Background: an optimization exercise with open tools, aiming at small area. Do not read the settings as production practice.
Where RTL was checked, it was by simulation tests only, not by an equivalence proof against the original.
No driver is modelled on the clock port, so clock power and skew are understated where the tree is cut down; a real chip needs a root buffer or a tree.
Power and IR drop assume default switching activity.

Design classifier_top, start of the top module:
module classifier_top (
  input  wire clk,
  input  wire rst_n,
  input  wire signed [3:0]  x_int4,
  input  wire signed [7:0]  w_int8,
  input  wire new_feat,
  input  wire new_class,
  input  wire [2:0] class_id,
  output reg  signed [19:0] acc20,
  output reg  signed [19:0] max_score,
  output reg  [2:0] max_class
);
  wire en = new_feat & ~new_class;
  wire [3:0] xg = x_int4 & {4{en}};
  wire [19:0] ag = acc20 & {20{~new_class}};
  wire [19:0] sum;
  wire one1 = xg[0] ^ 1'b0;
  wire two2 = (xg[1] & ~xg[0] & ~1'b0) | (~xg[1] & xg[0] & 1'b0);
  wire pp3 = ((one1 & w_int8[0]) | (two2 & 1'b0)) ^ xg[1];
  wire pp4 = ((one1 & w_int8[1]) | (two2 & w_int8[0])) ^ xg[1];
  wire pp5 = ((one1 & w_int8[2]) | (two2 & w_int8[1])) ^ xg[1];
  wire pp6 = ((one1 & w_int8[3]) | (two2 & w_int8[2])) ^ xg[1];
  wire pp7 = ((one1 & w_int8[4]) | (two2 & w_int8[3])) ^ xg[1];
  wire pp8 = ((one1 & w_int8[5]) | (two2 & w_int8[4])) ^ xg[1];
  wire pp9 = ((one1 & w_int8[6]) | (two2 & w_int8[5])) ^ xg[1];
  wire pp10 = ((one1 & w_int8[7]) | (two2 & w_int8[6])) ^ xg[1];
  wire pp11 = ((one1 & w_int8[7]) | (two2 & w_int8[7])) ^ xg[1];
  wire pp12 = ~pp11;
  wire one13 = xg[2] ^ xg[1];
  wire two14 = (xg[3] & ~xg[2] & ~xg[1]) | (~xg[3] & xg[2] & xg[1]);
  wire pp15 = ((one13 & w_int8[0]) | (two14 & 1'b0)) ^ xg[3];
  wire pp16 = ((one13 & w_int8[1]) | (two14 & w_int8[0])) ^ xg[3];
  wire pp17 = ((one13 & w_int8[2]) | (two14 & w_int8[1])) ^ xg[3];
  wire pp18 = ((one13 & w_int8[3]) | (two14 & w_int8[2])) ^ xg[3];
  ...
clock: 6.5 ns
lec_check: 0
abc_area: 1
cap_margin: 20
core_margin: 2
core_utilization: 40
gpl_timing_driven: 0
slew_margin: 20
standard.sh (not shown) runs the stock make flow with config.mk's settings and CLKGATE_MAP_FILE= SYNTH_SCRIPT=/design/flow/synth_recipe.tcl, a recipe that flattens the netlist after the stock synthesis.
==> flow/flow/run.sh <==
#!/bin/bash
# Standard ORFS layout (the standard.sh, unchanged synthesis), with the port buffers
# that buffer_ports inserts made sky130_fd_sc_hd__buf_1 instead of the default choice.
set -euo pipefail
export BUFFER_PORTS_ARGS="-buffer_cell sky130_fd_sc_hd__buf_1"
bash standard.sh finish > standard_flow.log 2>&1
The first run passed the timing, DRC and antenna checks.
Then changed:
==> flow/flow/run.sh (replaced) <==
#!/bin/bash
# Standard ORFS layout (the standard.sh, unchanged synthesis), with the port buffers
# that buffer_ports inserts made sky130_fd_sc_hd__buf_1 instead of the default choice, and
# ORFS's power recovery (downsizing gates off the critical paths) after global routing.
set -euo pipefail
export BUFFER_PORTS_ARGS="-buffer_cell sky130_fd_sc_hd__buf_1"
export RECOVER_POWER=100
bash standard.sh finish > standard_flow.log 2>&1
=> This time the run finished but fails on capacitance limit, slew limit. Via count fell by 0.92%. Core utilization drops by 0.64 points. Routed wire length goes down by 0.31%. Sequential cell count is unchanged. Setup slack improved by 0.021 ns. Total power fell by 1.4%. Worst hold slack stays flat. Count of clock-buffer cells in the layout does not change.
Then changed:
==> flow/run.sh (new file) <==
#!/bin/bash
# synth_recipe.tcl (not shown) runs the flow's synth.tcl, then flattens the netlist and writes it again
# the make line also repeats each setting of config.mk as NAME=value (left out here)
make -C /OpenROAD-flow-scripts/flow DESIGN_CONFIG=/design/flow/config.mk WORK_HOME=/design/flow/orfs CLKGATE_MAP_FILE= SYNTH_SCRIPT=/design/flow/synth_recipe.tcl finish
- GPL_TIMING_DRIVEN: 0 -> unset
removed: flow/flow/run.sh
removed: flow/standard.sh
- The new run went through all stages and came out clean
- non-clock buffer count rises by 15
- worst setup slack degrades by 0.082 ns
- clock-buffer cell count rises by 2
- hold slack improves by 0.0071 ns
- sequential power stays flat


Setup of P:
classifier_top, a different RTL version from the one above (not shown whole).
Size: ~260 cells after synthesis, about 62 I/O pins.
## classifier_top
module classifier_top (
  input  wire clk,
  input  wire rst_n,
  input  wire signed [3:0]  x_int4,
  input  wire signed [7:0]  w_int8,
  input  wire new_feat,
  input  wire new_class,
  input  wire [2:0] class_id,
  output reg  signed [19:0] acc20,
  output reg  signed [19:0] max_score,
  output reg  [2:0] max_class
);
export LEC_CHECK = 0
export CAP_MARGIN = 20
export CORE_MARGIN = 2
export CORE_UTILIZATION = 40
export GPL_TIMING_DRIVEN = 0
export SLEW_MARGIN = 20
export SYNTH_HIERARCHICAL = 1
export SYNTH_MINIMUM_KEEP_SIZE = 0
create_clock -name core_clock -period 6.5 [get_ports {clk}]
==> flow/flow/run.sh <==
#!/bin/bash
# The standard layout (standard.sh) with these changes to how the layout is made:
#  - the port buffers that buffer_ports inserts are sky130_fd_sc_hd__buf_1;
#  - clock tree synthesis inserts no dummy loads, and its tree (a root buffer and leaf
#    buffers) is then reduced to 3 leaf buffers (collapse.tcl), each register still clocked
#    through the root and one leaf;
#  - after the standard synthesis (run unchanged), combinational cells that synthesis
#    upsized are set back to their smallest drive strength (downsize.tcl); the floorplan's
#    timing repair and the later repair steps upsize again wherever timing needs it.
# Each tool's output goes to its own log file here.
set -euo pipefail
export BUFFER_PORTS_ARGS="-buffer_cell sky130_fd_sc_hd__buf_1"
export CTS_ARGS="-sink_clustering_enable -repair_clock_nets -dont_use_dummy_load"
export POST_CTS_TCL=$PWD/flow/collapse.tcl CLK_KEEP=3
export CLK_LEAF_CELL=sky130_fd_sc_hd__clkbuf_8 CLK_ROOT_CELL=sky130_fd_sc_hd__clkbuf_2
bash standard.sh synth > synth.log 2>&1
export RESULTS=orfs/results/sky130hd/classifier_top/base
openroad -no_init -exit flow/downsize.tcl > downsize.log 2>&1
bash standard.sh finish > standard_flow.log 2>&1
Other scripts of this flow, unchanged in this note and not shown: flow/flow/collapse.tcl, flow/flow/downsize.tcl
In summary, P completed successfully, with a layout that passed the timing, DRC and antenna checks.
Setup changes, P to Q
- changing CAP_MARGIN from 20 to 0
- changing SLEW_MARGIN from 20 to 0
[summary]
- Q completed every stage of the flow, and the final layout passed the timing, DRC and antenna checks.
- Reported for P and Q, number of slew-limit violations in the final report turned out identical to the last digit.
- Changes observed in Q relative to P: highest clock rate saw little to no change; vias per cell about even; global-route wire length before repair saw little to no change; total power density per cell area held; total number of tap cells barely changed.
- From Q to P, boundary pin count did not move at all.
- Re layout-stage area growth over the synthesis result: no difference whatsoever between P and Q.
- Combinational group share of total power across P and Q: no real change.
- Overall die width: P vs Q identical
No run of this note included a check of the RTL's function; only the layout flow was run.


== lane 1 ==
classifier_top, a different RTL version from the one above (not shown whole).
Size: roughly 62 I/O pins.
==> flow/config.mk <==
export PLATFORM = sky130hd
export DESIGN_NAME = classifier_top
export DESIGN_NICKNAME = classifier_top
export VERILOG_FILES = /design/flow/design.v
export SDC_FILE = /design/flow/constraint.sdc
export NUM_CORES = 4
export LEC_CHECK = 0
export CAP_MARGIN = 20
export CORE_MARGIN = 2
export CORE_UTILIZATION = 40
export GPL_TIMING_DRIVEN = 0
export SETUP_SLACK_MARGIN = -0.3
export SLEW_MARGIN = 20
export SYNTH_HIERARCHICAL = 1
export SYNTH_MINIMUM_KEEP_SIZE = 0
==> flow/constraint.sdc <==
create_clock -name core_clock -period 6.5 [get_ports {clk}]
set_input_delay 1.3000 -clock core_clock [delete_from_list [all_inputs] [get_ports {clk}]]
set_output_delay 1.3000 -clock core_clock [all_outputs]
set_load 0.01 [all_outputs]
==> flow/flow/run.sh <==
#!/bin/bash
# The standard layout (standard.sh) with these changes to how the layout is made:
#  - the port buffers that buffer_ports inserts are sky130_fd_sc_hd__buf_1;
#  - clock tree synthesis inserts no dummy loads, and its tree (a root buffer and leaf
#    buffers) is then reduced to 3 leaf buffers, each driving a balanced group of registers
#    from the group's centre (collapse.tcl); every register is still clocked through the
#    root and one leaf;
#  - the reset port's buffer is made sky130_fd_sc_hd__buf_4 before repair_design (rst.tcl),
#    since it drives every register's reset;
#  - after the standard synthesis (run unchanged), combinational cells that synthesis
#    upsized are set back to their smallest drive strength (downsize.tcl); the floorplan's
#    timing repair and the later repair steps upsize again wherever timing needs it.
# Each tool's output goes to its own log file here.
set -euo pipefail
export BUFFER_PORTS_ARGS="-buffer_cell sky130_fd_sc_hd__buf_1"
export CTS_ARGS="-sink_clustering_enable -repair_clock_nets -dont_use_dummy_load"
export POST_CTS_TCL=$PWD/flow/collapse.tcl CLK_KEEP=3
export PRE_RESIZE_TCL=$PWD/flow/rst.tcl RST_BUF_CELL=sky130_fd_sc_hd__buf_4
export CLK_LEAF_CELL=sky130_fd_sc_hd__clkbuf_8 CLK_ROOT_CELL=sky130_fd_sc_hd__clkbuf_4
bash standard.sh synth > synth.log 2>&1
export RESULTS=orfs/results/sky130hd/classifier_top/base
openroad -no_init -exit flow/downsize.tcl > downsize.log 2>&1
bash standard.sh finish > standard_flow.log 2>&1
==> flow/flow/collapse.tcl <==
# Reduce the clock tree that clock_tree_synthesis built (a root buffer feeding leaf buffers)
# to $::env(CLK_KEEP) leaf buffers of $::env(CLK_LEAF_CELL) under a root of
# $::env(CLK_ROOT_CELL): the clock sinks are split into that many balanced groups by
# position, each kept leaf drives one group and moves to its centre, and the placement is
# legalized again. Every register is still clocked through the root and one leaf buffer.
set block [ord::get_db_block]
set clk_net [$block findNet clk]
set roots {}
foreach it [$clk_net getITerms] {
  if {[$it isInputSignal]} { lappend roots [$it getInst] }
}
proc inst_xy {inst} {
  set b [$inst getBBox]
  return [list [expr {([$b xMin] + [$b xMax]) / 2}] [expr {([$b yMin] + [$b yMax]) / 2}]]
}
if {[llength $roots] != 1} {
  puts "collapse: clock port feeds [llength $roots] cells; left as is"
  return
}
set root [lindex $roots 0]
set n0 [[$root findITerm X] getNet]
set leaves {}
set sinks {}
foreach it [$n0 getITerms] {
  if {![$it isInputSignal]} { continue }
  set l [$it getInst]
  if {![string match *clkbuf* [[$l getMaster] getName]]} { continue }
  lappend leaves $l
  foreach s [[[$l findITerm X] getNet] getITerms] {
    if {[$s isInputSignal]} { lappend sinks $s }
  }
}
set K [expr {min($::env(CLK_KEEP), [llength $leaves])}]
set N [llength $sinks]
# balanced grouping: sort sinks by x (or y, whichever spread is larger), cut into K runs,
# then sort each run by the other axis is not needed for K <= 3
set xs {}; set ys {}
foreach s $sinks { lassign [inst_xy [$s getInst]] x y; lappend xs $x; lappend ys $y }
set dx [expr {[tcl::mathfunc::max {*}$xs] - [tcl::mathfunc::min {*}$xs]}]
set dy [expr {[tcl::mathfunc::max {*}$ys] - [tcl::mathfunc::min {*}$ys]}]
set axis [expr {$dx >= $dy ? 0 : 1}]
set keyed {}
foreach s $sinks { lappend keyed [list [lindex [inst_xy [$s getInst]] $axis] $s] }
set keyed [lsort -integer -index 0 $keyed]
set kept [lrange $leaves 0 [expr {$K - 1}]]
# detach every sink and drop the leaves not kept
foreach s $sinks { $s disconnect }
foreach l [lrange $leaves $K end] {
  set n1 [[$l findITerm X] getNet]
  [$l findITerm A] disconnect
  [$l findITerm X] disconnect
  odb::dbInst_destroy $l
  odb::dbNet_destroy $n1
}
for {set g 0} {$g < $K} {incr g} {
  set l [lindex $kept $g]
  set net [[$l findITerm X] getNet]
  set lo [expr {($g * $N) / $K}]
  set hi [expr {(($g + 1) * $N) / $K - 1}]
  set sx 0; set sy 0; set cnt 0
  foreach e [lrange $keyed $lo $hi] {
    set s [lindex $e 1]
    $s connect $net
    lassign [inst_xy [$s getInst]] x y
    incr sx $x; incr sy $y; incr cnt
  }
  replace_cell [$l getName] $::env(CLK_LEAF_CELL)
  set cx [expr {$sx / $cnt}]; set cy [expr {$sy / $cnt}]
  set m [$l getMaster]
  $l setLocation [expr {$cx - [$m getWidth] / 2}] [expr {$cy - [$m getHeight] / 2}]
  $l setPlacementStatus PLACED
  puts "collapse: leaf [$l getName] drives $cnt sinks"
}
replace_cell [$root getName] $::env(CLK_ROOT_CELL)
detailed_placement
puts "collapse: kept $K of [llength $leaves] leaves for $N sinks"
Other scripts of this flow, unchanged in this note and not shown: flow/flow/downsize.tcl, flow/flow/rst.tcl
Relative to lane 1, the following input files were edited for lane 2:
--- a/flow/flow/run.sh
+++ b/flow/flow/run.sh
@@ -5,3 +5,3 @@
-#    buffers) is then reduced to 3 leaf buffers, each driving a balanced group of registers
-#    from the group's centre (collapse.tcl); every register is still clocked through the
-#    root and one leaf;
+#    buffers) is then reduced to 3 leaf buffers driven by the clock port, each driving a
+#    balanced group of registers from the group's centre (collapse.tcl); every register is
+#    still clocked through exactly one buffer;
@@ -19 +19 @@
-export CLK_LEAF_CELL=sky130_fd_sc_hd__clkbuf_8 CLK_ROOT_CELL=sky130_fd_sc_hd__clkbuf_4
+export CLK_LEAF_CELL=sky130_fd_sc_hd__clkbuf_8 CLK_ROOT_CELL=none
--- a/flow/flow/collapse.tcl
+++ b/flow/flow/collapse.tcl
@@ -3 +3 @@
-# $::env(CLK_ROOT_CELL): the clock sinks are split into that many balanced groups by
+# $::env(CLK_ROOT_CELL) (none: no root, the clock port drives the leaves): the clock sinks are split into that many balanced groups by
@@ -74 +74,12 @@
-replace_cell [$root getName] $::env(CLK_ROOT_CELL)
+if {$::env(CLK_ROOT_CELL) == "none"} {
+  foreach l $kept {
+    [$l findITerm A] disconnect
+    [$l findITerm A] connect $clk_net
+  }
+  [$root findITerm A] disconnect
+  [$root findITerm X] disconnect
+  odb::dbInst_destroy $root
+  odb::dbNet_destroy $n0
+} else {
+  replace_cell [$root getName] $::env(CLK_ROOT_CELL)
+}
## What came out
- Taking lane 1 as the reference, in lane 2 vias per cell saw a decrease; clock skew closely matched the old numbers.
- Part of the power in combinational logic delta for lane 2 relative to lane 1: 0.7 points higher
- On worst path setup slack after routing, lane 1 loses to lane 2.
- Leakage dissipation: lane 1 vs lane 2 — no meaningful difference


## oak
classifier_top, a different RTL version from the one above (not shown whole).
Size: roughly 0.0028 mm² of cells after synthesis.
==> flow/config.mk <==
export PLATFORM = sky130hd
export DESIGN_NAME = classifier_top
export DESIGN_NICKNAME = classifier_top
export VERILOG_FILES = /design/flow/design.v
export SDC_FILE = /design/flow/constraint.sdc
export NUM_CORES = 4
export LEC_CHECK = 0
export CAP_MARGIN = 20
export CORE_MARGIN = 2
export CORE_UTILIZATION = 40
export GPL_TIMING_DRIVEN = 0
export SETUP_SLACK_MARGIN = -0.3
export SLEW_MARGIN = 20
export SYNTH_HIERARCHICAL = 1
export SYNTH_MINIMUM_KEEP_SIZE = 0
==> flow/constraint.sdc <==
create_clock -name core_clock -period 6.5 [get_ports {clk}]
set_input_delay 1.3000 -clock core_clock [delete_from_list [all_inputs] [get_ports {clk}]]
set_output_delay 1.3000 -clock core_clock [all_outputs]
set_load 0.01 [all_outputs]
==> flow/flow/run.sh <==
#!/bin/bash
# The standard layout (standard.sh) with these changes to how the layout is made:
#  - the port buffers that buffer_ports inserts are sky130_fd_sc_hd__buf_1;
#  - clock tree synthesis inserts no dummy loads, and its tree (a root buffer and leaf
#    buffers) is then reduced to 3 leaf buffers (collapse.tcl), each register still clocked
#    through the root and one leaf;
#  - the reset port's buffer is made sky130_fd_sc_hd__buf_4 before repair_design (rst.tcl),
#    since it drives every register's reset;
#  - after the standard synthesis (run unchanged), combinational cells that synthesis
#    upsized are set back to their smallest drive strength (downsize.tcl); the floorplan's
#    timing repair and the later repair steps upsize again wherever timing needs it.
# Each tool's output goes to its own log file here.
set -euo pipefail
export BUFFER_PORTS_ARGS="-buffer_cell sky130_fd_sc_hd__buf_1"
export CTS_ARGS="-sink_clustering_enable -repair_clock_nets -dont_use_dummy_load"
export POST_CTS_TCL=$PWD/flow/collapse.tcl CLK_KEEP=3
export PRE_RESIZE_TCL=$PWD/flow/rst.tcl RST_BUF_CELL=sky130_fd_sc_hd__buf_4
export CLK_LEAF_CELL=sky130_fd_sc_hd__clkbuf_8 CLK_ROOT_CELL=sky130_fd_sc_hd__clkbuf_4
bash standard.sh synth > synth.log 2>&1
export RESULTS=orfs/results/sky130hd/classifier_top/base
openroad -no_init -exit flow/downsize.tcl > downsize.log 2>&1
bash standard.sh finish > standard_flow.log 2>&1
==> flow/flow/rst.tcl <==
# Size the reset input's port buffer for its load (all register resets) up front
set block [ord::get_db_block]
set bt [$block findBTerm rst_n]
set net [$bt getNet]
foreach it [$net getITerms] {
  if {[$it isInputSignal]} {
    set inst [$it getInst]
    puts "rst buffer [$inst getName] [[$inst getMaster] getName] -> $::env(RST_BUF_CELL)"
    replace_cell [$inst getName] $::env(RST_BUF_CELL)
  }
}
Other scripts of this flow, unchanged in this note and not shown: flow/flow/collapse.tcl, flow/flow/downsize.tcl
For pine, these inputs were changed with respect to oak:
==> flow/flow/run.sh <==
#!/bin/bash
# The standard layout (standard.sh) with these changes to how the layout is made:
#  - the port buffers that buffer_ports inserts are sky130_fd_sc_hd__buf_1;
#  - clock tree synthesis inserts no dummy loads, and its tree (a root buffer and leaf
#    buffers) is then reduced to 3 leaf buffers (collapse.tcl), each register still clocked
#    through the root and one leaf;
#  - after the standard synthesis (run unchanged), combinational cells that synthesis
#    upsized are set back to their smallest drive strength (downsize.tcl); the floorplan's
#    timing repair and the later repair steps upsize again wherever timing needs it.
# Each tool's output goes to its own log file here.
set -euo pipefail
export BUFFER_PORTS_ARGS="-buffer_cell sky130_fd_sc_hd__buf_1"
export CTS_ARGS="-sink_clustering_enable -repair_clock_nets -dont_use_dummy_load"
export POST_CTS_TCL=$PWD/flow/collapse.tcl CLK_KEEP=3
export CLK_LEAF_CELL=sky130_fd_sc_hd__clkbuf_8 CLK_ROOT_CELL=sky130_fd_sc_hd__clkbuf_4
bash standard.sh synth > synth.log 2>&1
export RESULTS=orfs/results/sky130hd/classifier_top/base
openroad -no_init -exit flow/downsize.tcl > downsize.log 2>&1
bash standard.sh finish > standard_flow.log 2>&1
-- flow/config.mk --
<<< oak, line 10
export CORE_UTILIZATION = 40
export GPL_TIMING_DRIVEN = 0
export SETUP_SLACK_MARGIN = -0.3
export SLEW_MARGIN = 20
export SYNTH_HIERARCHICAL = 1
>>> pine, line 10
export CORE_UTILIZATION = 40
export GPL_TIMING_DRIVEN = 0
export SLEW_MARGIN = 20
export SYNTH_HIERARCHICAL = 1
removed: flow/flow/rst.tcl
pine: PASS, flow complete, no timing, DRC or antenna violations. oak did not stop at any stage, and its layout met the timing, DRC and antenna checks. Summary of pine over oak: combinational fraction of design power picked up an extra 0.3 points; global-route total usage across every layer lost 0.16 points; global-route wire length before repair lost 90 µm.
--- input diff pine..birch ---
-- flow/flow/run.sh --
<<< pine, line 5
#    buffers) is then reduced to 3 leaf buffers (collapse.tcl), each register still clocked
#    through the root and one leaf;
#  - after the standard synthesis (run unchanged), combinational cells that synthesis
#    upsized are set back to their smallest drive strength (downsize.tcl); the floorplan's
>>> birch, line 5
#    buffers) is then reduced to 3 leaf buffers (collapse.tcl), each register still clocked
#    through the root and one leaf;
#  - the reset port's buffer is made sky130_fd_sc_hd__buf_4 before repair_design (rst.tcl),
#    since it drives every register's reset;
#  - after the standard synthesis (run unchanged), combinational cells that synthesis
#    upsized are set back to their smallest drive strength (downsize.tcl); the floorplan's
<<< pine, line 13
export CTS_ARGS="-sink_clustering_enable -repair_clock_nets -dont_use_dummy_load"
export POST_CTS_TCL=$PWD/flow/collapse.tcl CLK_KEEP=3
export CLK_LEAF_CELL=sky130_fd_sc_hd__clkbuf_8 CLK_ROOT_CELL=sky130_fd_sc_hd__clkbuf_4
bash standard.sh synth > synth.log 2>&1
>>> birch, line 15
export CTS_ARGS="-sink_clustering_enable -repair_clock_nets -dont_use_dummy_load"
export POST_CTS_TCL=$PWD/flow/collapse.tcl CLK_KEEP=3
export PRE_RESIZE_TCL=$PWD/flow/rst.tcl RST_BUF_CELL=sky130_fd_sc_hd__buf_4
export CLK_LEAF_CELL=sky130_fd_sc_hd__clkbuf_8 CLK_ROOT_CELL=sky130_fd_sc_hd__clkbuf_4
bash standard.sh synth > synth.log 2>&1
==> flow/flow/rst.tcl (new file) <==
# Size the reset input's port buffer for its load (all register resets) up front
set block [ord::get_db_block]
set bt [$block findBTerm rst_n]
set net [$bt getNet]
foreach it [$net getITerms] {
  if {[$it isInputSignal]} {
    set inst [$it getInst]
    puts "rst buffer [$inst getName] [[$inst getMaster] getName] -> $::env(RST_BUF_CELL)"
    replace_cell [$inst getName] $::env(RST_BUF_CELL)
  }
}
-- flow/config.mk --
<<< pine, line 10
export CORE_UTILIZATION = 40
export GPL_TIMING_DRIVEN = 0
export SLEW_MARGIN = 20
export SYNTH_HIERARCHICAL = 1
>>> birch, line 10
export CORE_UTILIZATION = 40
export GPL_TIMING_DRIVEN = 0
export SETUP_SLACK_MARGIN = -0.45
export SLEW_MARGIN = 20
export SYNTH_HIERARCHICAL = 1
==> comparison <==
[compare] base=pine new=birch: number of cells in the finished layout apart from fillers did not really move, via count of the first global-routing pass +about 1.6%, final non-filler cell area went down by about 1.3%.
For clock network latency to the later pin of the worst-skew pair, pine and birch come out practically identical.
Relative to pine, the clock period minus final worst setup slack of birch is higher by 360 ps.
As far as sequential cell count goes, pine and birch are indistinguishable; the numbers are identical.
Looking at switching power share of the total, birch sits 0.30 points below pine.
In the flow results for pine and birch, the share of the final layout cell area in multi-input gates is larger on birch.

## port drivers added, routing unchanged
How much do the figures lean on ideal ports? The routed layouts below were timed once more, with nothing changed but the port constraints.
Step 1 assumes that a clkbuf_16 drives the clock port and a buf_2 every other input.
Step 2, shift: input delay + t, output delay - t, t = (earliest + latest rising clock arrival at the registers) / 2. This alone moves slack from input paths to output paths.
a / b / c = no drivers / after step 1 / after step 2; a / b = the first two.
run	t, ns	setup slack, ns	worst hold slack (ns)	worst data-port slew with drivers (ns)	cell pins on the clock port's net
the first run of note 1	0.324	0.221 / 0.211 / -0.112	0.496 / 0.496 / 0.496	0.05	1
the second run of note 1	0.324	0.242 / 0.232 / -0.092	0.496 / 0.496 / 0.496	0.05	1
the third run of note 1	0.317	0.159 / 0.164 / -0.153	0.503 / 0.503 / 0.503	0.04	1
P	0.380	0.514 / 0.514 / 0.134	0.513 / 0.513 / 0.513	0.04	1
Q	0.380	0.514 / 0.514 / 0.134	0.513 / 0.513 / 0.513	0.04	1
lane 1	0.342	0.202 / 0.202 / -0.001	0.499 / 0.499 / 0.499	0.03	1
lane 2	0.190	0.209 / 0.209 / 0.209	0.499 / 0.499 / 0.499	0.03	3
oak	0.351	0.381 / 0.382 / 0.032	0.508 / 0.508 / 0.508	0.03	1
pine	0.349	0.616 / 0.616 / 0.268	0.503 / 0.503 / 0.503	0.03	1
birch	0.351	0.254 / 0.256 / -0.095	0.508 / 0.508 / 0.508	0.03	1
